Background: an optimization exercise with open tools, aiming at small area. Do not read the settings as production practice. At most, simulation tests tie the RTL to the original design; equivalence was not proved. Only the layout flow was run in runs 3 to 6; the RTL was not checked for function there. No driver is modelled on the clock port, so clocking that relies on it looks cheaper here than on a real chip. No activity file was given, so power comes from the tool's default toggle rates.

## design/flow/config.mk

```make
export PLATFORM = sky130hd
export DESIGN_NAME = System
export DESIGN_NICKNAME = System
export VERILOG_FILES = /design/flow/design.v
export SDC_FILE = /design/flow/constraint.sdc
export NUM_CORES = 4
export LEC_CHECK = 0
export CAP_MARGIN = 20
export CORE_MARGIN = 2
export CORE_UTILIZATION = 40
export SLEW_MARGIN = 20
```

## design/flow/constraint.sdc

```tcl
create_clock -name core_clock -period 10.0 [get_ports {clk}]
set_input_delay 2.0000 -clock core_clock [delete_from_list [all_inputs] [get_ports {clk}]]
set_output_delay 2.0000 -clock core_clock [all_outputs]
set_load 0.01 [all_outputs]
```

## design/flow/design.v

```verilog
module System(
	clk,
	rst,
	mbed,
	select,
	GreenBlueServoOut,
	RedServoOut,
	BinRecycleServoOut,
	RedBlueServoOut,
	GreenOtherServoOut,
	dispenseBlueLED,
	dispenseComplete,
	dispenseGreenLED,
	dispenseRedLED,
	mainState,
	mbedOutput,
	results,
	sortBlueLED,
	sortComplete,
	sortGreenLED,
	sortRedLED
);
input	clk;
input	rst;
input	[6:0] mbed;
input	[0:0] select;
output	GreenBlueServoOut;
output	RedServoOut;
output	BinRecycleServoOut;
output	RedBlueServoOut;
output	GreenOtherServoOut;
output	[0:0] dispenseBlueLED;
output	[0:0] dispenseComplete;
output	[0:0] dispenseGreenLED;
output	[0:0] dispenseRedLED;
output	[4:0] mainState;
output	[2:0] mbedOutput;
output	[2:0] results;
output	[0:0] sortBlueLED;
output	[0:0] sortComplete;
output	[0:0] sortGreenLED;
output	[0:0] sortRedLED;
wire [6:0] cIn = select ? 7'b1101110 : mbed;
reg  [6:0] cChk;	 
reg  [6:0] cOut;	 
reg  [2:0] cMo;
reg        cSCO, cDCO, cRcv;
reg  [15:0] cCnt;
wire cChg  = cChk != cIn;
wire cWrap = (cCnt & 16'd50000) == 16'd50000;	 
wire sCmp, dCmp;
always @(posedge clk)
	if (rst) begin
		cChk <= 7'd0;
		cOut <= 7'd0;
		cMo  <= 3'd0;
		cSCO <= 1'b0;
		cDCO <= 1'b0;
		cRcv <= 1'b0;
		cCnt <= 16'd0;
	end else begin
		cChk <= cIn;
		cOut <= cChk;
		cMo  <= {cDCO, cSCO, cRcv};
		cSCO <= ~cChg & (cSCO | sCmp);
		cDCO <= ~cChg & (cDCO | dCmp);
		if (cChg)
			cRcv <= 1'b1;
		else if (cWrap) begin
			cRcv <= 1'b0;
			cCnt <= 16'd0;
		end else
			cCnt <= cCnt + 1'b1;
	end
wire [6:0] mIn = select ? mbed : 7'b0111111;
reg  [5:0]  mY;		 
reg         mChg;	 
reg         mStart;
reg  [4:0]  mR;		 
reg  [4:0]  mState;
reg  [14:0] mPause;
reg  [15:0] mCnt;
reg         mRcv, mCmp;
reg  [1:0]  mRes;
reg         mAct;	 
reg  [1:0]  mRB;	 
reg  [2:0]  mGO;	 
reg  [1:0]  mBR;	 
reg  [1:0]  mRd;	 
reg  [1:0]  mGB;	 
wire [4:0] mEnc  = (~mY[5] & (~mY[4] | (mY[3:0] <= 4'd2))) ? mY[4:0] : 5'd0;
wire       mWrap = (mCnt & 16'd50000) == 16'd50000;	 
wire       mHit  = (mPause & 15'd25000) == 15'd25000;	 
wire       mIdle = mState == 5'd0;
wire       mSortSt = mState == 5'd1;
wire       mDispSt = (mState == 5'd2) | (mState == 5'd3) | (mState == 5'd4);
wire       mTestSt = ~mIdle & ~mSortSt & ~mDispSt;
wire       mEnd    = mState == 5'd18;
wire       mDone   = mStart & ((mSortSt & sCmp) | (mDispSt & dCmp) | (mTestSt & mHit));
wire       mSS = mAct & mSortSt;
wire       mDS = mAct & mDispSt;
wire [2:0] mSortColour = {~mSS, 2'b11};
wire [1:0] mDispense   = {~mDS | mState[2], ~mDS | mState[0]};
always @(posedge clk)
	if (rst) begin
		mY     <= 6'd0;
		mChg   <= 1'b0;
		mStart <= 1'b0;
		mR     <= 5'd0;
		mState <= 5'd0;
		mPause <= 15'd0;
		mCnt   <= 16'd0;
		mRcv   <= 1'b0;
		mCmp   <= 1'b0;
		mRes   <= 2'd0;
		mAct   <= 1'b0;
		mRB    <= 2'd0;
		mGO    <= 3'd0;
		mBR    <= 2'd0;
		mRd    <= 2'd0;
		mGB    <= 2'd0;
	end else begin
		mY     <= mIn[5:0];
		mChg   <= mIn[5:0] != mY;
		mStart <= mIn[6];
		mRes   <= {mCmp, mRcv};
		if (mChg)
			mRcv <= 1'b1;
		else if (mWrap) begin
			mRcv <= 1'b0;
			mCnt <= 16'd0;
		end else
			mCnt <= mCnt + 1'b1;
		if (mDone)
			mCmp <= 1'b1;
		else if (mChg)
			mCmp <= 1'b0;
		if (mStart & mIdle & (mR != 5'd0))
			mR <= 5'd0;
		else if (mChg)
			mR <= mEnc;
		if (mStart) begin
			if (mIdle)
				mState <= mR;
			else if (mDone)
				mState <= 5'd0;
			if (mSortSt) mAct <= ~sCmp;
			if (mDispSt) mAct <= ~dCmp;
			if (mTestSt)
				mPause <= mHit ? 15'd0 : mPause + 1'b1;
			case (mState)
				5'd5:  mRB <= 2'd1;
				5'd6:  mRB <= 2'd2;
				5'd7:  mRB <= 2'd3;
				5'd8:  mGO <= 3'b110;
				5'd9:  mGO <= 3'b100;
				5'd10: mGO <= 3'b101;
				5'd11: mBR <= 2'b11;
				5'd12: mBR <= 2'b10;
				5'd13: mRd <= 2'b11;
				5'd14: mRd <= 2'b10;
				5'd15: mGB <= 2'd1;
				5'd16: mGB <= 2'd2;
				5'd17: mGB <= 2'd3;
				5'd18: begin
					mRB <= mHit ? 2'd0 : 2'd2;
					mGO <= mHit ? 3'b000 : 3'b111;
					mBR <= mHit ? 2'b00 : 2'b10;
					mRd <= mHit ? 2'b00 : 2'b10;
					mGB <= mHit ? 2'd0 : 2'd2;
				end
				default: ;
			endcase
		end
	end
wire       sStart = select ? mSS : cOut[0];
wire [2:0] sCol   = select ? mSortColour : cOut[3:1];
reg  [2:0]  sChk;
reg         sUsed;
reg         sCmpR;
reg  [3:0]  sState;
reg  [16:0] sPause;
reg         sBR;	 
wire [2:0] sReg  = sUsed ? 3'b111 : sChk;
wire       sIdle = sState == 4'd0;
wire       sTake = sStart & sIdle & ~(sReg[2] & sReg[1]);
wire       sP    = |sPause;
reg        sHit, sLast;
always @* begin
	case (sState)
		4'd2, 4'd4, 4'd6, 4'd9, 4'd12:
			sHit = (sPause & 17'd5000) == 17'd5000;
		4'd14:
			sHit = (sPause & 17'd10000) == 17'd10000;
		4'd13, 4'd15:
			sHit = (sPause & 17'd100000) == 17'd100000;
		default:
			sHit = (sPause & 17'd20000) == 17'd20000;
	endcase
	case (sState)
		4'd2, 4'd4, 4'd6, 4'd9, 4'd12, 4'd15: sLast = 1'b1;
		default: sLast = 1'b0;
	endcase
end
always @(posedge clk)
	if (rst) begin
		sChk   <= 3'd0;
		sUsed  <= 1'b0;
		sCmpR  <= 1'b0;
		sState <= 4'd0;
		sPause <= 17'd0;
		sBR    <= 1'b0;
	end else begin
		sChk <= sCol;
		if (sTake)
			sUsed <= 1'b1;
		else if (sCol != sChk)
			sUsed <= 1'b0;
		if (sStart & ~sIdle & sHit & sLast)
			sCmpR <= 1'b1;
		else if (sCol != sChk)
			sCmpR <= 1'b0;
		if (sStart) begin
			if (sIdle) begin
				if (sTake)
					case (sReg)
						3'd0: sState <= 4'd1;
						3'd1: sState <= 4'd3;
						3'd2: sState <= 4'd5;
						3'd3: sState <= 4'd7;
						3'd4: sState <= 4'd10;
						default: sState <= 4'd13;
					endcase
			end else if (sHit) begin
				sPause <= 17'd0;
				sState <= sLast ? 4'd0 : sState + 1'b1;
			end else
				sPause <= sPause + 1'b1;
			if (sState == 4'd7) sBR <= 1'b1;
			if (sState == 4'd8 && sHit) sBR <= 1'b0;
			if (sState == 4'd10) sBR <= 1'b0;
			if (sState == 4'd11 && sHit) sBR <= 1'b1;
		end
	end
assign sCmp = sCmpR;
assign sortRedLED   = (sState == 4'd1 & sP) | (sState == 4'd2);
assign sortGreenLED = (sState == 4'd3 & sP) | (sState == 4'd4);
assign sortBlueLED  = (sState == 4'd5 & sP) | (sState == 4'd6);
assign sortComplete = sCmpR;
wire       dStart = select ? mDS : cOut[4];
wire [1:0] dCol   = select ? mDispense : cOut[6:5];
reg  [1:0]  dChk;
reg         dUsed;
reg         dCmpR;
reg  [3:0]  dState;
reg  [14:0] dPause;
wire [1:0] dReg  = dUsed ? 2'b11 : dChk;
wire       dIdle = dState == 4'd0;
wire       dTake = dStart & dIdle & ~(dReg[1] & dReg[0]);
wire       dP    = |dPause;
reg        dHit, dLast;
always @* begin
	case (dState)
		4'd2:       dHit = (dPause & 15'd30000) == 15'd30000;
		4'd4, 4'd7: dHit = (dPause & 15'd15000) == 15'd15000;
		4'd1:       dHit = 1'b1;
		default:    dHit = (dPause & 15'd20000) == 15'd20000;
	endcase
	case (dState)
		4'd3, 4'd6, 4'd9: dLast = 1'b1;
		default: dLast = 1'b0;
	endcase
end
always @(posedge clk)
	if (rst) begin
		dChk   <= 2'd0;
		dUsed  <= 1'b0;
		dCmpR  <= 1'b0;
		dState <= 4'd0;
		dPause <= 15'd0;
	end else begin
		dChk <= dCol;
		if (dTake)
			dUsed <= 1'b1;
		else if (dCol != dChk)
			dUsed <= 1'b0;
		if (dStart & ~dIdle & dHit & dLast)
			dCmpR <= 1'b1;
		else if (dCol != dChk)
			dCmpR <= 1'b0;
		if (dStart) begin
			if (dIdle) begin
				if (dTake)
					case (dReg)
						2'd0: dState <= 4'd1;
						2'd1: dState <= 4'd4;
						default: dState <= 4'd7;
					endcase
			end else if (dHit) begin
				dPause <= 15'd0;
				dState <= dLast ? 4'd0 : dState + 1'b1;
			end else
				dPause <= dPause + 1'b1;
		end
	end
assign dCmp = dCmpR;
assign dispenseRedLED   = (dState == 4'd2) | (dState == 4'd3);
assign dispenseGreenLED = (dState == 4'd4 & dP) | (dState == 4'd5) | (dState == 4'd6);
assign dispenseBlueLED  = (dState == 4'd7 & dP) | (dState == 4'd8) | (dState == 4'd9);
assign dispenseComplete = dCmpR;
assign mainState  = mState;
assign results    = {1'b0, mRes};
assign mbedOutput = select ? {1'b0, mRes} : cMo;
wire [1:0] nRB = (sState == 4'd1 & sP) ? 2'd1 : (sState == 4'd5 & sP) ? 2'd2 : 2'd0;
wire [1:0] nGO = (sState == 4'd3 & sP) ? 2'd1 :
                 ((sState == 4'd7 | sState == 4'd10) & sP) ? 2'd2 : 2'd0;
wire       nBR = sBR;
wire       nRD = dState == 4'd2;
reg  [2:0] nGB;
always @* begin
	case (dState)
		4'd4: nGB = dP ? 3'd1 : 3'd0;
		4'd5: nGB = dP ? 3'd2 : 3'd1;
		4'd6: nGB = dP ? 3'd0 : 3'd2;
		4'd7: nGB = dP ? 3'd3 : 3'd0;
		4'd8: nGB = dP ? 3'd4 : 3'd3;
		4'd9: nGB = dP ? 3'd0 : 3'd4;
		default: nGB = 3'd0;
	endcase
end
wire [1:0] eRB = (mRB == 2'd0) ? nRB : (mRB == 2'd1) ? 2'd1 : (mRB == 2'd2) ? 2'd0 : 2'd2;
wire [1:0] eGO = mGO[2] ? mGO[1:0] : nGO;
wire       eBR = mBR[1] ? mBR[0] : nBR;
wire       eRD = mRd[1] ? mRd[0] : nRD;
wire [2:0] eGB = (mGB == 2'd0) ? nGB : (mGB == 2'd1) ? 3'd5 : (mGB == 2'd2) ? 3'd1 : 3'd4;
reg  [13:0] pwmCnt;
reg         pwmRun;	 
reg  [1:0]  pRB, pGO;
reg         pBR, pRD;
reg  [2:0]  pGB;
reg         oRB, oGO, oBR, oRD, oGB;
wire [11:0] pc = pwmCnt[13:2];
reg [9:0] vRB, vGO, vBR, vRD, vGB;
always @* begin
	case (pRB)
		2'd1: vRB = 10'd570;
		2'd2: vRB = 10'd185;
		default: vRB = 10'd355;
	endcase
	case (pGO)
		2'd0: vGO = 10'd340;
		2'd1: vGO = 10'd70;
		2'd2: vGO = 10'd560;
		default: vGO = 10'd355;
	endcase
	vBR = pBR ? 10'd350 : 10'd580;
	vRD = pRD ? 10'd200 : 10'd440;
	case (pGB)
		3'd1: vGB = 10'd355;
		3'd2: vGB = 10'd590;
		3'd3: vGB = 10'd395;
		3'd4: vGB = 10'd10;
		3'd5: vGB = 10'd550;
		default: vGB = 10'd375;
	endcase
end
always @(posedge clk)
	if (rst) begin
		pwmCnt <= 14'd0;
		pwmRun <= 1'b0;
		oRB <= 1'b0;
		oGO <= 1'b0;
		oBR <= 1'b0;
		oRD <= 1'b0;
		oGB <= 1'b0;
	end else begin
		pwmCnt <= pwmCnt + 1'b1;
		pwmRun <= pwmRun | pwmCnt[0];
		oRB <= pwmRun & (pc < {2'b00, vRB});
		oGO <= pwmRun & (pc < {2'b00, vGO});
		oBR <= pwmRun & (pc < {2'b00, vBR});
		oRD <= pwmRun & (pc < {2'b00, vRD});
		oGB <= pwmRun & (pc < {2'b00, vGB});
	end
always @(posedge clk)
	if (rst) begin
		pRB <= 2'd0;
		pGO <= 2'd0;
		pBR <= 1'b0;
		pRD <= 1'b0;
		pGB <= 3'd0;
	end else if (pwmCnt == 14'd2) begin
		pRB <= eRB;
		pGO <= eGO;
		pBR <= eBR;
		pRD <= eRD;
		pGB <= eGB;
	end
assign RedBlueServoOut    = oRB;
assign GreenOtherServoOut = oGO;
assign BinRecycleServoOut = oBR;
assign RedServoOut        = oRD;
assign GreenBlueServoOut  = oGB;
endmodule
```

## design/flow/run.sh

```bash
#!/bin/bash
# synth_recipe.tcl (not shown) runs the flow's synth.tcl, then flattens the netlist and writes it again
# the make line also repeats each setting of config.mk as NAME=value (left out here)
make -C /OpenROAD-flow-scripts/flow DESIGN_CONFIG=/design/flow/config.mk WORK_HOME=/design/flow/orfs CLKGATE_MAP_FILE= SYNTH_SCRIPT=/design/flow/synth_recipe.tcl finish
```

==> flow_metrics.tcl, run 1 <==
set metrics [dict create \
    hold_buffers 0 \
    slew_violations 0 \
    grt_usage_pct 16.2 \
    drt_pass1_iterations 5 \
    cts_buffers 17 \
    grt_antenna_before_repair 0 \
    tightest_slew_ps 852 \
    grt_pass1_wl_mm 35.0 \
    ys.flop_type "dfxtp_1" \
    synth_edf_count 0 \
    ir_drop_mv 0.0958 \
    finalSetupViolations 0 \
    path_clk_slew_ps 70 \
    rows 57 \
    io_pins 34 \
    die_h_um 160 \
    fin_crit_sh_pct 56.6 \
    ant_nets 0 \
    cellLeakagePower_nw 3.99 \
    synthCells 1190 \
    post_cts_buffers 0 \
    seq_area_frac_synth_pct 37.1 \
    async_flop_share_pct 0 \
    final_cell_count_no_fill 1527 \
    die_area_um2 25500 \
    clock_latency_ps 430 \
    fin_nets 1259 \
    die_x_um 160 \
    overflow 0 \
    synth_area_um2 9700 \
    layout_commonest_cell "dfxtp_1" \
    cts_resized 0 \
    dp_cells 1495 \
    initial_core_util_pct 40.4 \
    cts_max_path_buffers 2 \
    status "finished clean" \
    synth.avg_cell_area_um2 8.15 \
    relSlewSlack_pct 42.8 \
    gr-usage-met1_pct 22.0 \
    syn_nets 1259 \
    ys_top_cells_by_area "dfxtp_1, ha_1, nor2_1" \
    antenna_cells 0 \
    ys_warn_count 1 \
    grt_max_degree 67 \
    gp_congestion 0.779 \
    fin_worst_skew_ps 14.5 \
    hold_class "flop to flop" \
    cts_tree "done" \
    drt_iter0_drc 397 \
    finalHoldViolations 0 \
    finalCriticalPeriod_ps 5660 \
    crit_fanout 36 \
    top_usage_layer "met2" \
    cp-start-kind "input port" \
    most-common-layout-cells "dfxtp_1, nor2_1, nand2_1, a21oi_1, ha_1" \
    cts-root-buf "clkbuf_16" \
    cts.sinks 180 \
    cp.arrival_ps 3660 \
    portBuffers 32 \
    finalSetupTns_ps 0 \
    wl_per_cell_um 13.3 \
    dr_total_vias 7961 \
    synth_cell_types 76 \
    drive_gt1_share_pct 4.82 \
    synth_top_area_share_pct 37.1 \
    powerDensity_nw_per_um2 140 \
    area_delta_synth_final_pct 10.9 \
    worstSetupEndpointType "primary output" \
    met2_usage_pct 26.8 \
    first_global_vias 7301 \
    place_hpwl_mm 14.2 \
    drc 0 \
    rsz0062_at_grt "false" \
    crit_required_ps 8000 \
    crit_type "input port to primary output" \
    p_total_mw 1.50 \
    ys_seq_elements 180 \
    coreArea_um2 24000 \
    use_met3_pct 2.60 \
    ctsHtreeMaxLevel 4 \
    fill_cells 2411 \
    fmax_ghz 0.177 \
    routed_via_density 5.21 \
    maxCapViolCount 0 \
    yosysTopAreaCell "dfxtp_1" \
    wl_mm 20.4 \
]
-- path summary, 6_finish.rpt --
check,startpoint,endpoint,slack [ps],depth (start not counted)
worst min-delay path,cSCO,cMo[1],470,1
worst max-delay path,select[0],mbedOutput[0],4340,4
worst min register to register,cSCO,cMo[1],470,1
worst max register to register,mState[1],sPause[16],7200,7
-- critical path, stage by stage --
cell and delay [ps]:
clkdlybuf4s50_1 450, buf_4 340, mux2_2 380, clkdlybuf4s50_1 480
-- power by group --
group / leakage (nW) / internal (mW) / switching [mW]
Sequential: 1.46 / 0.732 / 0.0167
Clock: 0.274 / 0.336 / 0.310
Combinational: 2.25 / 0.0450 / 0.0620
Total: 3.99 / 1.11 / 0.389
-- stage by stage --
step / util (%) / hold WS [ps] / worst slack (ps) / area [um^2]
after CTS: 44.8 / 474 / 4330 / 10800
after global routing: 44.8 / 487 / 4270 / 10800
after detailed placement: 42.5 / 462 / 4340 / 10200
final: 44.8 / 467 / 4340 / 10800
after global placement: 42.5 / 452 / 4340 / 10200
after floorplan: - / 433 / 4970 / 9700
-- synth_stat cells (5+ instances only) --
master    instances
mux2i_1          14
and3_1           23
clkbuf_1         30
nor3_1           35
buf_2            12
or3_1             7
or4_1             5
a21oi_1          77
a31oi_1           9
xor2_1           41
dfxtp_1         180
a21o_1           10
a22oi_1          10
nor2b_1          29
o21ai_0          45
inv_1            52
and2_1            9
nand2_1          91
xnor2_1          26
nor3b_1           7
nand4_1          26
nand3_1          49
ha_1             59
a211oi_1         23
o211ai_1          7
nor2_1          176
o22ai_1          14
nor4_1           12
nand2b_1         18
-- sequential cells by signal (all words and copies together) (netlist names), 3 cells and up --
signal and cells:
cChk 7, cCnt 16, cMo 3, cOut 7, dPause 15, dState 4, mCnt 16, mGO 3
mPause 15, mR 5, mState 5, mY 6, pGB 3, pwmCnt 14, sChk 3, sPause 17
sState 4
-- per-layer routing --
layer	up-vias	routed length (um)	share of wire, %
li1	4183	-	-
met1	3684	10400	51
met2	81	9350	46
met3	13	395	1.9
met4	0	210	1.0
met5	-	0	0
-- cell type report --
class                   count  area, um^2  share of cell area, %
multi-input cells         904        5660                   52.6
well taps                 324         405                   3.77
flip-flops and latches    180        3600                   33.5
repair buffers             34         333                   3.09
clock inverters            12         110                   1.02
inverters                  53         199                   1.85
clock buffers              20         447                   4.15
-- logic make-up (layout without fill, tap and decap cells) --
logic type      Yosys count  in the layout  share of synthesized area (%)
fa+ha+maj                59             59                           7.61
buf+inv                 106            119                           4.51
other cells               1              1                         0.0386
simple gates            510            510                           25.7
mux                      17             17                           1.79
flops                   180            180                           37.1
compound gates          250            250                           17.1
xor+xnor                 67             67                           6.05
==> run 2, diff against run 1 <==
--- a/design/flow/config.mk
+++ b/design/flow/config.mk
@@ -7,5 +7,6 @@
 export LEC_CHECK = 0
 export CAP_MARGIN = 20
 export CORE_MARGIN = 2
-export CORE_UTILIZATION = 40
+export CORE_UTILIZATION = 70
+export PLACE_DENSITY = 0.8
 export SLEW_MARGIN = 20
==> flow_metrics.tcl, run 2 <==
set metrics [dict create \
    status "finished clean" \
    initial_core_util_pct 70.7 \
    synth_top_area_share_pct 37.1 \
    synth_area_um2 9700 \
    fin_worst_skew_ps 7.37 \
    die_x_um 122 \
    fmax_ghz 0.177 \
    cp-start-kind "input port" \
    rsz0062_at_grt "false" \
    finalSetupViolations 0 \
    cts_resized 0 \
    synth_top_family_by_area "simple AND/OR/NAND/NOR gates" \
    coreArea_um2 13700 \
    finalCriticalPeriod_ps 5640 \
    ys_seq_elements 180 \
    synth_compound_area_share_pct 17.1 \
    clock_latency_ps 430 \
    path_clk_slew_ps 60 \
    ys.flop_type "dfxtp_1" \
    synth_common_cells "dfxtp_1, nor2_1, nand2_1" \
    async_flop_share_pct 0 \
    cts.sinks 180 \
    hold_class "flop to flop" \
    grt_max_degree 58 \
    rows 43 \
    synth_fa_ha_area_share_pct 7.61 \
    finalSetupTns_ps 0 \
    dr_total_vias 8240 \
    routed_via_density 5.96 \
    synth.most_common_cell "dfxtp_1" \
    crit_required_ps 8000 \
    most-common-layout-cells "dfxtp_1, nor2_1, nand2_1, a21oi_1, ha_1" \
    area_delta_synth_final_pct 9.14 \
    regMostFlops "sPause" \
    wl_mm 20.0 \
    place_hpwl_mm 13.5 \
    ctsHtreeMaxLevel 4 \
    portBuffers 32 \
    synth_cell_types 76 \
    min_from "cDCO" \
    largest_reg_flops 17 \
    ir_drop_mv 0.116 \
    layout_commonest_cell "dfxtp_1" \
    r2r-end "sPause[16]" \
    r2r_slack_ps 7220 \
    synth_edf_count 0 \
    grt_antenna_before_repair 0 \
    seq_area_frac_synth_pct 37.1 \
    synth_xor_area_share_pct 6.05 \
    drc 0 \
    synthCells 1190 \
    ys_top_cells_by_area "dfxtp_1, ha_1, nor2_1" \
    gp_congestion 0.841 \
    final_cell_count_no_fill 1383 \
    antenna_cells 0 \
    worstSetupEndpointType "primary output" \
    post_cts_buffers 0 \
    ys_warn_count 1 \
    yosysTopAreaCell "dfxtp_1" \
    cp.arrival_ps 3640 \
    whs_ps 465 \
    cts_buffers 17 \
    syn_nets 1259 \
    hold_end "cMo[2]" \
    reg2reg_from "sState[2]" \
    die_area_um2 14800 \
    grt_usage_pct 27.1 \
    dp_cells 1351 \
    drt_pass1_iterations 7 \
    cts_max_path_buffers 2 \
    relSlewSlack_pct 40.0 \
    io_pins 34 \
    holdPathStages 1 \
    fin_crit_sh_pct 56.4 \
    finalHoldViolations 0 \
    die_h_um 122 \
    ant_nets 0 \
    fin_nets 1259 \
    slew_violations 0 \
    wl_per_cell_um 14.4 \
    cts-root-buf "clkbuf_16" \
    largest_registers "sPause x17, cCnt x16, mCnt x16" \
    cts_tree "done" \
    r2r_cells 7 \
    drt_iter0_drc 646 \
    grt_pass1_wl_mm 33.5 \
    powerDensity_nw_per_um2 141 \
    tightest_slew_ps 894 \
    overflow 0 \
    maxCapViolCount 0 \
    synthSimpleGateAreaFrac_pct 25.7 \
    crit_fanout 36 \
    cellLeakagePower_nw 3.99 \
    crit_type "input port to primary output" \
    hold_buffers 0 \
    drive_gt1_share_pct 4.82 \
    first_global_vias 7341 \
    synth.area.mux_share_pct 1.79 \
    synth.avg_cell_area_um2 8.15 \
]
-- run 2: cell counts after synthesis --
Identical to the previous run, type by type.
-- run 2: worst max-delay path by stage --
stage	startpoint	end	slack [ps]	cells after the start
floorplan	select[0]	mbedOutput[0]	4970	4
global placement	select[0]	mbedOutput[0]	4370	4
detailed placement	select[0]	mbedOutput[1]	4360	4
CTS	select[0]	mbedOutput[1]	4360	4
global route	select[0]	mbedOutput[0]	4280	4
finish	select[0]	mbedOutput[0]	4360	4
-- run 2: critical path, stage by stage --
cell and delay, ps:
clkdlybuf4s50_1 460, buf_4 310, mux2_2 370, clkdlybuf4s50_1 470
-- run 2: kinds of logic after synthesis --
kind of cell | after synthesis
AND/OR/NAND/NOR | 510
AO/OA/AOI/OAI | 250
flip-flops | 180
buffers and inverters | 106
XOR/XNOR | 67
adder cells (fa/ha/maj) | 59
multiplexers | 17
other | 1
-- run 2: cell type report --
| class | instances | area [um^2] |
|---|---|---|
| clock inverters | 12 | 121 |
| fillers | 1017 | 3130 |
| repair buffers | 34 | 333 |
| clock buffers | 20 | 447 |
| multi-input cells | 904 | 5660 |
| flip-flops and latches | 180 | 3600 |
| well taps | 180 | 225 |
| inverters | 53 | 199 |
-- run 2: report_power, final --
group	switching, mW	internal [mW]	leakage [nW]
registers	0.0170	0.733	1.46
clock network	0.284	0.355	0.270
logic	0.0628	0.0453	2.25
total	0.364	1.13	3.99
-- run 2: per-layer routing --
layer / GRT usage (%) / wire length (um)
met4: 7.83 / 280
met2: 45.4 / 9590
met1: 35.9 / 9240
met3: 5.01 / 840
met5: 0 / 0
-- run 2: per-stage QoR --
step	utilization (%)	setup slack, ps	instance area (um^2)	total power [mW]
floorplan	-	4970	9700	0.843
global placement	73.1	4370	10000	0.868
detailed placement	73.1	4360	10000	0.871
CTS	77.2	4360	10600	1.51
global route	77.2	4280	10600	1.55
finish	77.2	4360	10600	1.50
==> run 3, diff against run 2 <==
--- a/design/flow/design.v
+++ b/design/flow/design.v
@@ -66,11 +66,9 @@
 		cDCO <= ~cChg & (cDCO | dCmp);
 		if (cChg)
 			cRcv <= 1'b1;
-		else if (cWrap) begin
+		else if (cWrap)
 			cRcv <= 1'b0;
-			cCnt <= 16'd0;
-		end else
-			cCnt <= cCnt + 1'b1;
+		cCnt <= (cWrap & ~cChg) ? 16'd0 : cCnt + {15'd0, ~cChg};
 	end
 wire [6:0] mIn = select ? mbed : 7'b0111111;
 reg  [5:0]  mY;		 
@@ -126,11 +124,10 @@
 		mRes   <= {mCmp, mRcv};
 		if (mChg)
 			mRcv <= 1'b1;
-		else if (mWrap) begin
+		else if (mWrap)
 			mRcv <= 1'b0;
-			mCnt <= 16'd0;
-		end else
-			mCnt <= mCnt + 1'b1;
+		mCnt <= (mWrap & ~mChg) ? 16'd0 : mCnt + {15'd0, ~mChg};
+		mPause <= (mStart & mTestSt & mHit) ? 15'd0 : mPause + {14'd0, mStart & mTestSt};
 		if (mDone)
 			mCmp <= 1'b1;
 		else if (mChg)
@@ -146,8 +143,6 @@
 				mState <= 5'd0;
 			if (mSortSt) mAct <= ~sCmp;
 			if (mDispSt) mAct <= ~dCmp;
-			if (mTestSt)
-				mPause <= mHit ? 15'd0 : mPause + 1'b1;
 			case (mState)
 				5'd5:  mRB <= 2'd1;
 				5'd6:  mRB <= 2'd2;
@@ -212,6 +207,7 @@
 		sBR    <= 1'b0;
 	end else begin
 		sChk <= sCol;
+		sPause <= (sStart & ~sIdle & sHit) ? 17'd0 : sPause + {16'd0, sStart & ~sIdle};
 		if (sTake)
 			sUsed <= 1'b1;
 		else if (sCol != sChk)
@@ -231,11 +227,8 @@
 						3'd4: sState <= 4'd10;
 						default: sState <= 4'd13;
 					endcase
-			end else if (sHit) begin
-				sPause <= 17'd0;
+			end else if (sHit)
 				sState <= sLast ? 4'd0 : sState + 1'b1;
-			end else
-				sPause <= sPause + 1'b1;
 			if (sState == 4'd7) sBR <= 1'b1;
 			if (sState == 4'd8 && sHit) sBR <= 1'b0;
 			if (sState == 4'd10) sBR <= 1'b0;
@@ -280,6 +273,7 @@
 		dPause <= 15'd0;
 	end else begin
 		dChk <= dCol;
+		dPause <= (dStart & ~dIdle & dHit) ? 15'd0 : dPause + {14'd0, dStart & ~dIdle};
 		if (dTake)
 			dUsed <= 1'b1;
 		else if (dCol != dChk)
@@ -296,11 +290,8 @@
 						2'd1: dState <= 4'd4;
 						default: dState <= 4'd7;
 					endcase
-			end else if (dHit) begin
-				dPause <= 15'd0;
+			end else if (dHit)
 				dState <= dLast ? 4'd0 : dState + 1'b1;
-			end else
-				dPause <= dPause + 1'b1;
 		end
 	end
 assign dCmp = dCmpR;
--- a/design/flow/config.mk
+++ b/design/flow/config.mk
@@ -7,6 +7,8 @@
 export LEC_CHECK = 0
 export CAP_MARGIN = 20
 export CORE_MARGIN = 2
-export CORE_UTILIZATION = 70
-export PLACE_DENSITY = 0.8
+export CORE_UTILIZATION = 60
+export CTS_BUF_LIST = sky130_fd_sc_hd__clkbuf_8
+export CTS_CLUSTER_DIAMETER = 100
+export CTS_CLUSTER_SIZE = 30
 export SLEW_MARGIN = 20
==> flow_metrics.tcl, run 3 <==
set metrics [dict create \
    synth_compound_area_share_pct 14.3 \
    place_hpwl_mm 13.0 \
    synth_area_um2 9400 \
    largest_registers "sPause x17, cCnt x16, mCnt x16" \
    synth.area.mux_share_pct 1.28 \
    portBuffers 32 \
    hold_class "flop to flop" \
    cts_resized 0 \
    multiInputGateArea_um2 5360 \
    wl_mm 18.5 \
    cp_slowest_cell "clkdlybuf4s50_1" \
    drt_pass1_iterations 5 \
    die_h_um 129 \
    path_cells "clkdlybuf4s50_1 > buf_4 > mux2_2 > clkdlybuf4s50_1" \
    fill_cells 1318 \
    synth_xor_area_share_pct 8.39 \
    cts_buffers 17 \
    regArea_um2 3600 \
    ant_nets 0 \
    crit_required_ps 8000 \
    synthCells 1146 \
    synth.avg_cell_area_um2 8.20 \
    ys_top_cells_by_area "dfxtp_1, ha_1, nor2_1" \
    ctsHtreeMaxLevel 4 \
    drive_gt1_share_pct 3.71 \
    synth.most_common_cell "nor2_1" \
    clock_latency_ps 470 \
    maxCapViolCount 0 \
    final_cell_count_no_fill 1370 \
    finalSetupTns_ps 0 \
    wl_per_cell_um 13.5 \
    regMostFlops "sPause" \
    synth_fa_ha_area_share_pct 8.39 \
    tightest_slew_ps 676 \
    p_switching_uw 342 \
    die_x_um 129 \
    antenna_cells 0 \
    intPower_mw 1.00 \
    ys_seq_elements 180 \
    routed_via_density 5.50 \
    drt_iter0_drc 431 \
    io_pins 34 \
    powerDensity_nw_per_um2 132 \
    fin_crit_sh_pct 57.1 \
    slew_violations 0 \
    status "finished clean" \
    syn_nets 1219 \
    post_cts_buffers 0 \
    fin_worst_skew_ps 15.1 \
    most-common-layout-cells "nor2_1, dfxtp_1, nand2_1, ha_1, inv_1" \
    die_area_um2 16700 \
    overflow 0 \
    cellLeakagePower_nw 3.93 \
    yosysTopAreaCell "dfxtp_1" \
    cp-start-kind "input port" \
    ys_warn_count 1 \
    power_frac_comb_pct 7.1 \
    area_delta_synth_final_pct 8.39 \
    cts.sinks 180 \
    p_sw_share_pct 25.4 \
    worstSetupEndpointType "primary output" \
    fmax_ghz 0.175 \
    finalHoldViolations 0 \
    grt_usage_pct 23.3 \
    synth_common_cells "nor2_1, dfxtp_1, nand2_1" \
    finalCriticalPeriod_ps 5710 \
    layout_commonest_cell "nor2_1" \
    cts_tree "done" \
    cts_max_path_buffers 2 \
    seq_area_frac_synth_pct 38.4 \
    dp_cells 1338 \
    async_flop_share_pct 0 \
    synth_top_area_share_pct 38.4 \
    path_clk_slew_ps 90 \
    crit_fanout 43 \
    whs_ps 454 \
    cts-root-buf "clkbuf_8" \
    power_frac_clock_pct 37.4 \
    drc 0 \
    synthSimpleGateAreaFrac_pct 24.7 \
    synth_top_family_by_area "simple AND/OR/NAND/NOR gates" \
    rsz0062_at_grt "false" \
    crit_path_max_incr_delay_ps 470 \
    hold_buffers 0 \
    synth_edf_count 0 \
    ir_drop_mv 0.0993 \
    crit_type "input port to primary output" \
    relSlewSlack_pct 54.9 \
    grt_max_degree 62 \
    r2r_slack_ps 6770 \
    path_buf_inv 3 \
    ys.flop_type "dfxtp_1" \
    finalSetupViolations 0 \
    coreArea_um2 15300 \
    initial_core_util_pct 61.6 \
    largest_reg_flops 17 \
    first_global_vias 6847 \
    synth_cell_types 65 \
    gp_congestion 0.845 \
    grt_antenna_before_repair 0 \
    fin_nets 1219 \
    dr_total_vias 7541 \
    crit_path_frequent_cell "clkdlybuf4s50_1" \
    grt_pass1_wl_mm 31.8 \
    cp.arrival_ps 3710 \
    crit_family "buffers and inverters" \
    rows 45 \
    power.share.sequential_pct 55.5 \
]
run 3: area by class of cell:
type                            instances  share of cell area [%]
Tap cell                              211                    2.59
Clock inverter                         14                    1.50
Sequential cell                       180                    35.4
Clock buffer                           18                    2.43
Inverter                               60                    2.21
Multi-Input combinational cell        853                    52.6
Timing Repair Buffer                   34                    3.24
run 3: kinds of logic (layout without fill, tap and decap cells):
group / Yosys count / in the layout
AO/OA/AOI/OAI: 201 / 201
multiplexers: 11 / 11
AND/OR/NAND/NOR: 487 / 487
flip-flops: 180 / 180
XOR/XNOR: 90 / 90
other: 1 / 1
adder cells (fa/ha/maj): 63 / 63
buffers and inverters: 113 / 126
run 3: path summary, 6_finish.rpt:
path,start,to,depth (start not counted)
min,cRcv,cMo[0],2
min reg2reg,cRcv,cMo[0],2
max reg2reg,mState[2],dPause[14],11
max,select[0],mbedOutput[1],4
run 3: layer usage:
metal	vias up	wire length, um	track usage (%)
met2	111	8310	37.1
met5	-	0	0
li1	3963	-	-
met1	3449	9460	32.6
met4	0	194	6.27
met3	18	569	4.54
run 3: power by group through the flow:
stage,Combinational [mW],Sequential [mW],Clock [mW]
6_report,0.0955,0.747,0.502
5_1_grt,0.108,0.750,0.546
4_1_cts,0.0964,0.747,0.515
3_5_place_dp,0.0956,0.764,0
3_3_place_gp,0.0942,0.763,0
2_1_floorplan,0.0753,0.758,0
run 3: through the flow:
stage | instance area (um^2) | utilization, % | power (mW) | setup WS (ps)
final | 10200 | 66.7 | 1.34 | 4290
after global routing | 10200 | 66.7 | 1.40 | 4230
after CTS | 10200 | 66.7 | 1.36 | 4290
after detailed placement | 9780 | 64.1 | 0.859 | 4290
after global placement | 9780 | 64.1 | 0.858 | 4290
after floorplan | 9400 | - | 0.833 | 4520
run 3: worst min-delay path, delay by kind of cell (launching register included):
family	cells	cell delay, ps
simple gates	1	40
buf+inv	1	70
flops	1	310
==> run 4, diff against run 3 <==
==> design/flow/flow/run.sh (new file) <==
#!/bin/bash
# Own layout flow: the standard ORFS flow (standard.sh, unchanged synthesis),
# with smaller port buffers and a clock tree without dummy loads.
set -euo pipefail
export BUFFER_PORTS_ARGS="-buffer_cell sky130_fd_sc_hd__buf_1"
export CTS_ARGS="-sink_clustering_enable -repair_clock_nets -dont_use_dummy_load -buf_list sky130_fd_sc_hd__clkbuf_8 -sink_clustering_size 30 -sink_clustering_max_diameter 100"
bash standard.sh synth     > log_1_synth.log     2>&1
bash standard.sh floorplan > log_2_floorplan.log 2>&1
bash standard.sh place     > log_3_place.log     2>&1
bash standard.sh cts       > log_4_cts.log       2>&1
bash standard.sh route     > log_5_route.log     2>&1
bash standard.sh finish    > log_6_finish.log    2>&1
==> design/flow/standard.sh (new file) <==
#!/bin/bash
# synth_recipe.tcl (not shown) runs the flow's synth.tcl, then flattens the netlist and writes it again
# the make line also repeats each setting of config.mk as NAME=value (left out here)
make -C /OpenROAD-flow-scripts/flow DESIGN_CONFIG=/design/flow/config.mk WORK_HOME=/design/flow/orfs CLKGATE_MAP_FILE= SYNTH_SCRIPT=/design/flow/synth_recipe.tcl "${@:-finish}"
--- a/design/flow/config.mk
+++ b/design/flow/config.mk
@@ -8,7 +8,4 @@
 export CAP_MARGIN = 20
 export CORE_MARGIN = 2
 export CORE_UTILIZATION = 60
-export CTS_BUF_LIST = sky130_fd_sc_hd__clkbuf_8
-export CTS_CLUSTER_DIAMETER = 100
-export CTS_CLUSTER_SIZE = 30
 export SLEW_MARGIN = 20
removed: design/flow/run.sh
==> flow_metrics.tcl, run 4 <==
set metrics [dict create \
    status "finished clean" \
    first_global_vias 6710 \
    rsz0062_at_grt "false" \
    finalSetupTns_ps 0 \
    fin_worst_skew_ps 30.5 \
    met2_usage_pct 35.8 \
    synthCells 1146 \
    maxCapViolCount 0 \
    worstSetupEndpointType "primary output" \
    cts_resized 0 \
    hold_buffers 0 \
    fin_crit_sh_pct 49.7 \
    gr-usage-met1_pct 32.5 \
    cellLeakagePower_nw 3.77 \
    synth_top_area_share_pct 38.4 \
    coreArea_um2 15300 \
    ys.flop_type "dfxtp_1" \
    synth_xor_area_share_pct 8.39 \
    yosysTopAreaCell "dfxtp_1" \
    seq_area_frac_synth_pct 38.4 \
    fmax_ghz 0.201 \
    cts_buffers 17 \
    drc 0 \
    cp.arrival_ps 2970 \
    io_pins 34 \
    fin_nets 1219 \
    cts-root-buf "clkbuf_8" \
    grt_max_degree 78 \
    powerDensity_nw_per_um2 123 \
    ctsHtreeMaxLevel 4 \
    dr_total_vias 7500 \
    crit_required_ps 8000 \
    place_hpwl_mm 12.9 \
    gp_congestion 0.837 \
    synth.most_common_cell "nor2_1" \
    ys_seq_elements 180 \
    overflow 0 \
    async_flop_share_pct 0 \
    die_area_um2 16700 \
    portBuffers 32 \
    area_delta_synth_final_pct 4.59 \
    largest_reg_flops 17 \
    largest_registers "sPause x17, cCnt x16, mCnt x16" \
    clock_latency_ps 460 \
    drt_pass1_iterations 5 \
    grt_pass1_wl_mm 31.4 \
    antenna_cells 0 \
    r2r_cells 11 \
    die_x_um 129 \
    synth.avg_cell_area_um2 8.20 \
    wl_mm 18.2 \
    rows 45 \
    drive_gt1_share_pct 2.71 \
    synth_cell_types 65 \
    initial_core_util_pct 61.6 \
    synth_area_um2 9400 \
    cts_max_path_buffers 2 \
    crit_fanout 43 \
    drt_iter0_drc 548 \
    utilization_pct 64.4 \
    final.setup.worst_slack_ps 5030 \
    synth_edf_count 0 \
    path_clk_slew_ps 80 \
    slew_violations 0 \
    cts.sinks 180 \
    dp_slack_ps 5030 \
    finalCriticalPeriod_ps 4970 \
    cts_tree "done" \
    synth_top_family_by_area "simple AND/OR/NAND/NOR gates" \
    relSlewSlack_pct 49.4 \
    regMostFlops "sPause" \
    die_h_um 129 \
    grt_usage_pct 22.9 \
    ys_top_cells_by_area "dfxtp_1, ha_1, nor2_1" \
    synth.area.mux_share_pct 1.28 \
    synth_fa_ha_area_share_pct 8.39 \
    holdPathStages 2 \
    finalHoldViolations 0 \
    cp-start-kind "input port" \
    hold_class "flop to flop" \
    grt_antenna_before_repair 0 \
    ir_drop_mv 0.106 \
    ant_nets 0 \
    routed_via_density 5.54 \
    finalSetupViolations 0 \
    crit_type "input port to primary output" \
    top_usage_layer "met2" \
    tightest_slew_ps 760 \
    synthSimpleGateAreaFrac_pct 24.7 \
    most-common-layout-cells "nor2_1, dfxtp_1, nand2_1, ha_1, inv_1" \
    layout_commonest_cell "nor2_1" \
    wl_per_cell_um 13.4 \
    use_met3_pct 4.29 \
    synth_compound_area_share_pct 14.3 \
    ys_warn_count 1 \
    synth_common_cells "nor2_1, dfxtp_1, nand2_1" \
    post_cts_buffers 0 \
    syn_nets 1219 \
]
==> run 4: cell types whose count changed in the layout (fill, tap and decap cells not counted), moves of 2 or more <==
cell | previous run | this run
clkdlybuf4s50_1 | 31 | 0
buf_1 | 0 | 30
clkinv_4 | 4 | 0
inv_6 | 3 | 0
bufinv_16 | 2 | 0
inv_1 | 62 | 60
==> run 4: per-layer routing <==
| metal | part of all wire, % | wire [um] | up-vias |
|---|---|---|---|
| met5 | 0 | 0 | - |
| met1 | 51 | 9310 | 3416 |
| met3 | 3.2 | 583 | 19 |
| li1 | - | - | 3951 |
| met4 | 1.1 | 201 | 0 |
| met2 | 45 | 8100 | 114 |
==> run 4: final cells by class <==
cell class / count / area [um^2]
fill: 1341 / 5430
multi-input combinational: 853 / 5360
timing repair buffer: 34 / 140
sequential: 180 / 3600
clock buffer: 17 / 234
tap: 211 / 264
inverter: 60 / 225
==> run 4: path summary, 6_finish.rpt <==
kind                            startpoint       endpoint  slack [ps]
worst max-delay path             select[0]  mbedOutput[1]        5030
worst min register to register        cRcv         cMo[0]         460
worst min-delay path                  cRcv         cMo[0]         460
worst max register to register   mState[4]     sPause[12]        6750
==> run 4: kinds of logic (layout without fill, tap and decap cells) <==
logic type,count (synthesis),count (layout)
mux,11,11
simple gates,487,487
flops,180,180
other cells,1,1
fa+ha+maj,63,63
buf+inv,113,111
compound gates,201,201
xor+xnor,90,90
==> run 4: critical path: stages <==
cell and delay, ps:
clkbuf_2 70, buf_4 360, mux2_2 390, buf_1 120
==> run 4: where the power goes <==
part	internal [mW]	switching, mW	total (mW)
clock network	0.150	0.221	0.371
registers	0.732	0.0154	0.747
logic	0.0355	0.0547	0.0902
==> run 4: through the flow <==
step	hold WS, ps	instance area [um^2]	power [mW]	cells
final	457	9830	1.21	1355
after global placement	437	9590	0.853	1338
after detailed placement	445	9590	0.854	1338
after global routing	487	9830	1.27	1355
after floorplan	416	9400	0.833	1146
after CTS	457	9830	1.22	1355
==> run 5, diff against run 4 <==
--- a/design/flow/design.v
+++ b/design/flow/design.v
@@ -52,7 +52,8 @@
 always @(posedge clk)
 	if (rst) begin
 		cChk <= 7'd0;
-		cOut <= 7'd0;
+		cOut[0] <= 1'b0;
+		cOut[4] <= 1'b0;
 		cMo  <= 3'd0;
 		cSCO <= 1'b0;
 		cDCO <= 1'b0;
@@ -60,7 +61,8 @@
 		cCnt <= 16'd0;
 	end else begin
 		cChk <= cIn;
-		cOut <= cChk;
+		cOut[0] <= cChk[0];
+		cOut[4] <= cChk[4];
 		cMo  <= {cDCO, cSCO, cRcv};
 		cSCO <= ~cChg & (cSCO | sCmp);
 		cDCO <= ~cChg & (cDCO | dCmp);
@@ -199,14 +201,12 @@
 end
 always @(posedge clk)
 	if (rst) begin
-		sChk   <= 3'd0;
 		sUsed  <= 1'b0;
 		sCmpR  <= 1'b0;
 		sState <= 4'd0;
 		sPause <= 17'd0;
 		sBR    <= 1'b0;
 	end else begin
-		sChk <= sCol;
 		sPause <= (sStart & ~sIdle & sHit) ? 17'd0 : sPause + {16'd0, sStart & ~sIdle};
 		if (sTake)
 			sUsed <= 1'b1;
@@ -266,13 +266,11 @@
 end
 always @(posedge clk)
 	if (rst) begin
-		dChk   <= 2'd0;
 		dUsed  <= 1'b0;
 		dCmpR  <= 1'b0;
 		dState <= 4'd0;
 		dPause <= 15'd0;
 	end else begin
-		dChk <= dCol;
 		dPause <= (dStart & ~dIdle & dHit) ? 15'd0 : dPause + {14'd0, dStart & ~dIdle};
 		if (dTake)
 			dUsed <= 1'b1;
@@ -294,6 +292,11 @@
 				dState <= dLast ? 4'd0 : dState + 1'b1;
 		end
 	end
+always @(posedge clk) begin
+	{cOut[6:5], cOut[3:1]} <= {cChk[6:5], cChk[3:1]};
+	sChk <= sCol;
+	dChk <= dCol;
+end
 assign dCmp = dCmpR;
 assign dispenseRedLED   = (dState == 4'd2) | (dState == 4'd3);
 assign dispenseGreenLED = (dState == 4'd4 & dP) | (dState == 4'd5) | (dState == 4'd6);
@@ -331,28 +334,30 @@
 reg  [2:0]  pGB;
 reg         oRB, oGO, oBR, oRD, oGB;
 wire [11:0] pc = pwmCnt[13:2];
-reg [9:0] vRB, vGO, vBR, vRD, vGB;
+wire pcZero = pc == 12'd0;
+reg eRBq, eGOq, eBRq, eRDq, eGBq;
+wire [9:0] p10 = pc[9:0];
 always @* begin
 	case (pRB)
-		2'd1: vRB = 10'd570;
-		2'd2: vRB = 10'd185;
-		default: vRB = 10'd355;
+		2'd1: eRBq = p10 == 10'd570;
+		2'd2: eRBq = p10 == 10'd185;
+		default: eRBq = p10 == 10'd355;
 	endcase
 	case (pGO)
-		2'd0: vGO = 10'd340;
-		2'd1: vGO = 10'd70;
-		2'd2: vGO = 10'd560;
-		default: vGO = 10'd355;
+		2'd0: eGOq = p10 == 10'd340;
+		2'd1: eGOq = p10 == 10'd70;
+		2'd2: eGOq = p10 == 10'd560;
+		default: eGOq = p10 == 10'd355;
 	endcase
-	vBR = pBR ? 10'd350 : 10'd580;
-	vRD = pRD ? 10'd200 : 10'd440;
+	eBRq = pBR ? (p10 == 10'd350) : (p10 == 10'd580);
+	eRDq = pRD ? (p10 == 10'd200) : (p10 == 10'd440);
 	case (pGB)
-		3'd1: vGB = 10'd355;
-		3'd2: vGB = 10'd590;
-		3'd3: vGB = 10'd395;
-		3'd4: vGB = 10'd10;
-		3'd5: vGB = 10'd550;
-		default: vGB = 10'd375;
+		3'd1: eGBq = p10 == 10'd355;
+		3'd2: eGBq = p10 == 10'd590;
+		3'd3: eGBq = p10 == 10'd395;
+		3'd4: eGBq = p10 == 10'd10;
+		3'd5: eGBq = p10 == 10'd550;
+		default: eGBq = p10 == 10'd375;
 	endcase
 end
 always @(posedge clk)
@@ -367,20 +372,14 @@
 	end else begin
 		pwmCnt <= pwmCnt + 1'b1;
 		pwmRun <= pwmRun | pwmCnt[0];
-		oRB <= pwmRun & (pc < {2'b00, vRB});
-		oGO <= pwmRun & (pc < {2'b00, vGO});
-		oBR <= pwmRun & (pc < {2'b00, vBR});
-		oRD <= pwmRun & (pc < {2'b00, vRD});
-		oGB <= pwmRun & (pc < {2'b00, vGB});
+		oRB <= pwmRun & (pcZero | (oRB & ~eRBq));
+		oGO <= pwmRun & (pcZero | (oGO & ~eGOq));
+		oBR <= pwmRun & (pcZero | (oBR & ~eBRq));
+		oRD <= pwmRun & (pcZero | (oRD & ~eRDq));
+		oGB <= pwmRun & (pcZero | (oGB & ~eGBq));
 	end
 always @(posedge clk)
-	if (rst) begin
-		pRB <= 2'd0;
-		pGO <= 2'd0;
-		pBR <= 1'b0;
-		pRD <= 1'b0;
-		pGB <= 3'd0;
-	end else if (pwmCnt == 14'd2) begin
+	if (pwmCnt == 14'd2) begin
 		pRB <= eRB;
 		pGO <= eGO;
 		pBR <= eBR;
==> design/flow/flow/run.sh (replaced) <==
#!/bin/bash
# Own layout flow: the standard ORFS flow (standard.sh, unchanged synthesis),
# with smaller port buffers and a clock tree without dummy loads.
set -euo pipefail
export BUFFER_PORTS_ARGS="-buffer_cell sky130_fd_sc_hd__buf_1"
export CTS_ARGS="-sink_clustering_enable -repair_clock_nets -dont_use_dummy_load -buf_list sky130_fd_sc_hd__clkbuf_8 -sink_clustering_size 60 -sink_clustering_max_diameter 300"
bash standard.sh synth     > log_1_synth.log     2>&1
bash standard.sh floorplan > log_2_floorplan.log 2>&1
bash standard.sh place     > log_3_place.log     2>&1
bash standard.sh cts       > log_4_cts.log       2>&1
bash standard.sh route     > log_5_route.log     2>&1
bash standard.sh finish    > log_6_finish.log    2>&1
==> flow_metrics.tcl, run 5 <==
set metrics [dict create \
    finalSetupTns_ps 0 \
    antenna_cells 0 \
    cts_tree "done" \
    synth_edf_count 9 \
    ys_top_cells_by_area "dfxtp_1, nor2_1, xor2_1" \
    gp_congestion 0.848 \
    powerDensity_nw_per_um2 127 \
    tightest_slew_ps 803 \
    whs_ps 381 \
    crit_fanout 45 \
    worstSetupEndpointType "primary output" \
    drt_iter0_drc 586 \
    ys_seq_elements 180 \
    cts_resized 0 \
    worstSetupStartpoint "select[0]" \
    dp_slack_ps 4690 \
    wl_per_cell_um 14.3 \
    synthCells 1090 \
    ant_nets 0 \
    largest_reg_flops 17 \
    portBuffers 32 \
    synth_cell_types 72 \
    wl_mm 18.2 \
    die_x_um 126 \
    cts_buffers 17 \
    initial_core_util_pct 61.4 \
    final_cell_count_no_fill 1277 \
    fin_worst_skew_ps 25.7 \
    crit_required_ps 8000 \
    path_clk_slew_ps 80 \
    grt_usage_pct 23.0 \
    rows 44 \
    crit_type "input port to primary output" \
    grt_antenna_before_repair 0 \
    drc 0 \
    r2r-end "sPause[16]" \
    fin_crit_sh_pct 51.5 \
    p_total_mw 1.19 \
    r2r_slack_ps 6480 \
    crit_end "mbedOutput[1]" \
    rsz0062_at_grt "false" \
    post_cts_buffers 0 \
    overflow 0 \
    synth_area_um2 8960 \
    area_delta_synth_final_pct 4.34 \
    reg2reg_from "mState[0]" \
    drive_gt1_share_pct 3.29 \
    synth_top_area_share_pct 38.2 \
    largest_registers "sPause x17, cCnt x16, mCnt x16" \
    place_hpwl_mm 12.7 \
    holdPathStages 0 \
    ctsHtreeMaxLevel 4 \
    maxCapViolCount 0 \
    final.setup.worst_slack_ps 4850 \
    die_h_um 126 \
    grt_max_degree 67 \
    cts_max_path_buffers 2 \
    ir_drop_mv 0.150 \
    yosysTopAreaCell "dfxtp_1" \
    hold_class "flop to flop" \
    fmax_ghz 0.194 \
    async_flop_share_pct 0 \
    fin_nets 1136 \
    status "finished clean" \
    grt_pass1_wl_mm 30.4 \
    r2r_cells 12 \
    cts-root-buf "clkbuf_8" \
    clock_latency_ps 470 \
    finalCriticalPeriod_ps 5150 \
    cellLeakagePower_nw 3.33 \
    synth.most_common_cell "nor2_1" \
    relSlewSlack_pct 46.5 \
    slew_violations 0 \
    cts.sinks 180 \
    cp.arrival_ps 3150 \
    layout_commonest_cell "nor2_1" \
    ys_warn_count 1 \
    regMostFlops "sPause" \
    most-common-layout-cells "nor2_1, dfxtp_1, nand2_1, a21oi_1, xor2_1" \
    dp_cells 1260 \
    die_area_um2 15900 \
    cp-start-kind "input port" \
    coreArea_um2 14600 \
    io_pins 34 \
    syn_nets 1131 \
    hold_buffers 0 \
    first_global_vias 6513 \
    dr_total_vias 7326 \
    synth.avg_cell_area_um2 8.22 \
    synth_common_cells "nor2_1, dfxtp_1, nand2_1" \
    drt_pass1_iterations 5 \
    ys.flop_type "dfxtp_1" \
    routed_via_density 5.74 \
    finalHoldViolations 0 \
    fill_cells 1308 \
    seq_area_frac_synth_pct 41.2 \
    finalSetupViolations 0 \
]
[run 5: cell types whose count changed after synthesis, moves of 6 or more]
cell	delta
a31oi_1	-8
nand2_1	+23
clkbuf_1	-13
edfxtp_1	+9
inv_1	-8
a211oi_1	-6
a21oi_1	+13
or3_1	+10
o21ai_0	+12
dfxtp_1	-9
nor2_1	-24
ha_1	-32
a21o_1	-9
[run 5: worst min path at each step]
stage | from | endpoint | slack, ps
after floorplan | cChk[3] | cOut[3] | 350
after global placement | cChk[2] | cOut[2] | 370
after detailed placement | cChk[1] | cOut[1] | 370
after CTS | cChk[2] | cOut[2] | 380
after global routing | cChk[2] | cOut[2] | 390
final | cChk[2] | cOut[2] | 380
[run 5: final cells by class]
type	count	area [um^2]	share of cell area [%]
Multi-Input combinational cell	810	4870	52.0
Sequential cell	180	3690	39.5
Clock buffer	17	234	2.50
Tap cell	184	230	2.46
Inverter	53	199	2.13
Timing Repair Buffer	33	130	1.39
[run 5: through the flow]
step                area, um^2  util [%]
floorplan                 8960         -
global placement          9110      62.4
detailed placement        9120      62.5
CTS                       9350      64.1
global route              9350      64.1
finish                    9350      64.1
[run 5: worst max-delay path: stages]
cell and delay, ps:
clkbuf_2 600, mux2_2 410, buf_1 120
[run 5: cells by family after synthesis]
| group | after synthesis | share of synthesized area (%) |
|---|---|---|
| and+or+nand+nor | 487 | 25.9 |
| AOI/OAI and AO/OA | 195 | 14.3 |
| DFF | 180 | 41.2 |
| buffers and inverters | 100 | 4.66 |
| xor gates and xnor gates | 88 | 8.60 |
| adders and majority gates | 31 | 4.33 |
| muxes | 8 | 0.963 |
| other | 1 | 0.0418 |
[run 5: power by group]
part	switching [mW]	internal, mW	total, mW
logic	0.0459	0.0268	0.0727
registers	0.0156	0.737	0.753
clock network	0.216	0.150	0.367
[run 5: routing by layer]
layer / track usage (%) / vias to the layer above / part of all wire, %
li1: - / 3792 / -
met5: 0 / - / 0
met1: 31.7 / 3346 / 50
met2: 36.2 / 171 / 44
met3: 4.93 / 17 / 4.4
met4: 7.63 / 0 / 1.6
==> run 6, diff against run 5 <==
==> design/flow/flow/run.sh (replaced) <==
#!/bin/bash
# Own layout flow: the standard ORFS flow (standard.sh, unchanged synthesis),
# with smaller port buffers and a clock tree without dummy loads.
set -euo pipefail
export BUFFER_PORTS_ARGS="-buffer_cell sky130_fd_sc_hd__buf_1"
export CTS_ARGS="-sink_clustering_enable -repair_clock_nets -dont_use_dummy_load -buf_list sky130_fd_sc_hd__clkbuf_16 -sink_clustering_size 50 -sink_clustering_max_diameter 300"
bash standard.sh synth     > log_1_synth.log     2>&1
bash standard.sh floorplan > log_2_floorplan.log 2>&1
bash standard.sh place     > log_3_place.log     2>&1
bash standard.sh cts       > log_4_cts.log       2>&1
bash standard.sh route     > log_5_route.log     2>&1
bash standard.sh finish    > log_6_finish.log    2>&1
==> flow_metrics.tcl, run 6 <==
set metrics [dict create \
    async_flop_share_pct 0 \
    fin_worst_skew_ps 18.5 \
    largest_reg_flops 17 \
    r2r-end "sPause[16]" \
    synthCells 1090 \
    r2r_cells 12 \
    path_clk_slew_ps 60 \
    wl_mm 18.3 \
    cp-start-kind "input port" \
    ys_warn_count 1 \
    die_h_um 126 \
    synth_top_area_share_pct 38.2 \
    gp_congestion 0.848 \
    p_total_mw 1.36 \
    clock_latency_ps 430 \
    routed_via_density 5.76 \
    first_global_vias 6574 \
    synth_area_um2 8960 \
    ys_seq_elements 180 \
    cp.arrival_ps 3150 \
    most-common-layout-cells "nor2_1, dfxtp_1, nand2_1, a21oi_1, xor2_1" \
    cellLeakagePower_nw 3.42 \
    rsz0062_at_grt "false" \
    p_switching_uw 298 \
    synth.avg_cell_area_um2 8.22 \
    crit_type "input port to primary output" \
    drc 0 \
    cts_max_path_buffers 2 \
    initial_core_util_pct 61.4 \
    drt_pass1_iterations 5 \
    synth_common_cells "nor2_1, dfxtp_1, nand2_1" \
    worstSetupEndpointType "primary output" \
    hold_buffers 0 \
    synth.most_common_cell "nor2_1" \
    use_met3_pct 4.63 \
    power.share.sequential_pct 55.5 \
    cts_tree "done" \
    fin_nets 1136 \
    coreArea_um2 14600 \
    ys_top_cells_by_area "dfxtp_1, nor2_1, xor2_1" \
    met2_usage_pct 36.4 \
    wl_per_cell_um 14.4 \
    top_usage_layer "met2" \
    crit_path_max_incr_delay_ps 610 \
    cts_resized 0 \
    finalSetupTns_ps 0 \
    crit_family "buffers and inverters" \
    relSlewSlack_pct 46.1 \
    tightest_slew_ps 809 \
    fmax_ghz 0.194 \
    area_delta_synth_final_pct 6.48 \
    crit_fanout 45 \
    portBuffers 32 \
    powerDensity_nw_per_um2 142 \
    p_sw_share_pct 22.0 \
    finalSetupViolations 0 \
    die_x_um 126 \
    crit_end "mbedOutput[1]" \
    drt_iter0_drc 582 \
    ant_nets 0 \
    maxCapViolCount 0 \
    power_frac_clock_pct 39.2 \
    cp_num_cells 3 \
    yosysTopAreaCell "dfxtp_1" \
    synth_edf_count 9 \
    io_pins 34 \
    ctsHtreeMaxLevel 4 \
    overflow 0 \
    worstSetupStartpoint "select[0]" \
    layout_commonest_cell "nor2_1" \
    intPower_mw 1.06 \
    cts_buffers 17 \
    power_frac_comb_pct 5.3 \
    finalCriticalPeriod_ps 5150 \
    ys.flop_type "dfxtp_1" \
    place_hpwl_mm 12.7 \
    gr-usage-met1_pct 31.9 \
    grt_antenna_before_repair 0 \
    reg2reg_from "mState[0]" \
    path_cells "clkbuf_2 > mux2_2 > buf_1" \
    fin_crit_sh_pct 51.5 \
    drive_gt1_share_pct 3.29 \
    hold_class "flop to flop" \
    ir_drop_mv 0.130 \
    grt_pass1_wl_mm 30.6 \
    finalHoldViolations 0 \
    regMostFlops "sPause" \
    largest_registers "sPause x17, cCnt x16, mCnt x16" \
    cp_slowest_cell "clkbuf_2" \
    seq_area_frac_synth_pct 41.2 \
    grt_usage_pct 23.2 \
    path_buf_inv 2 \
    slew_violations 0 \
    rows 44 \
    synth_cell_types 72 \
    cts-root-buf "clkbuf_16" \
    r2r_slack_ps 6450 \
    crit_required_ps 8000 \
    syn_nets 1131 \
    antenna_cells 0 \
    grt_max_degree 67 \
    status "finished clean" \
    die_area_um2 15900 \
    post_cts_buffers 0 \
    dr_total_vias 7361 \
    cts.sinks 180 \
]
run 6: worst min path at each step:
stage | from | end | slack, ps | cells after the start
after detailed placement | cChk[1] | cOut[1] | 370 | 0
after global placement | cChk[2] | cOut[2] | 370 | 0
after global routing | cChk[2] | cOut[2] | 390 | 0
after floorplan | cChk[3] | cOut[3] | 350 | 0
after CTS | cChk[2] | cOut[2] | 380 | 0
final | cChk[2] | cOut[2] | 380 | 0
run 6: power by group through the flow:
stage / Clock [mW] / Combinational, mW / Sequential [mW]
finish: 0.532 / 0.0726 / 0.754
global route: 0.567 / 0.0825 / 0.756
CTS: 0.548 / 0.0728 / 0.753
detailed placement: 0 / 0.0721 / 0.769
global placement: 0 / 0.0712 / 0.769
floorplan: 0 / 0.0588 / 0.764
run 6: worst register-to-register path, delay by kind of cell (launching register included):
family          cells  cell delay [ps]
compound gates      1              460
xor+xnor            1              170
simple gates        7             1630
buf+inv             1              130
fa+ha+maj           2              390
flops               1              650
run 6: per-stage QoR:
step	hold slack (ps)	std cells	setup slack, ps	util [%]	area [um^2]
3_5_place_dp	371	1260	4690	62.5	9120
6_report	380	1277	4850	65.4	9540
4_1_cts	381	1277	4840	65.4	9540
3_3_place_gp	371	1260	4800	62.4	9110
5_1_grt	388	1277	4770	65.4	9540
2_1_floorplan	350	1090	4640	-	8960
run 6: routing by layer:
| layer | wire (um) | vias to the layer above |
|---|---|---|
| met5 | 0 | - |
| met4 | 359 | 0 |
| met3 | 880 | 24 |
| li1 | - | 3795 |
| met2 | 8110 | 189 |
| met1 | 8980 | 3353 |
run 6: cell families (layout without fill, tap and decap cells):
logic type	after synthesis	after routing	synth area share (%)
compound gates	195	195	14.3
xor+xnor	88	88	8.60
fa+ha+maj	31	31	4.33
buf+inv	100	103	4.66
flops	180	180	41.2
mux	8	8	0.963
other cells	1	1	0.0418
simple gates	487	487	25.9
run 6: layout make-up:
class                   instances  area (um^2)
fillers                      1288         5040
repair buffers                 33          130
well taps                     184          230
clock buffers                  17          425
multi-input cells             810         4870
inverters                      53          199
flip-flops and latches        180         3690

what the ideal ports hide:
How much do the figures lean on ideal ports? The routed layouts below were timed once more, with nothing changed but the port constraints. Step 1: set_driving_cell puts a clkbuf_16 on clk and a buf_2 on each other input, an assumption about the parent block. Step 2 times the ports against the registers' clock, not the clock port: input delays grow and output delays shrink by t, the midpoint of the rising clock arrivals with the driver on. a / b / c = ideal / step 1 / step 2; a / b = the first two.
run | t (ns) | setup slack, ns | hold WS [ns] | worst slew at a driven data input, ns
run 1 | 0.470 | 4.342 / 4.321 / 4.321 | 0.467 / 0.467 / 0.467 | 0.03
run 2 | 0.467 | 4.361 / 4.340 / 4.340 | 0.465 / 0.465 / 0.465 | 0.03
run 3 | 0.499 | 4.291 / 4.268 / 4.268 | 0.454 / 0.454 / 0.454 | 0.03
run 4 | 0.484 | 5.030 / 5.008 / 5.008 | 0.457 / 0.457 / 0.457 | 0.05
run 5 | 0.487 | 4.846 / 4.825 / 4.732 | 0.381 / 0.381 / 0.381 | 0.03
run 6 | 0.468 | 4.848 / 4.827 / 4.716 | 0.380 / 0.380 / 0.380 | 0.03
After both steps setup and hold are still met in every run listed. The setup slack of run 6, which loses most, moves by -0.021 ns with the drivers and by -0.132 ns with both steps.
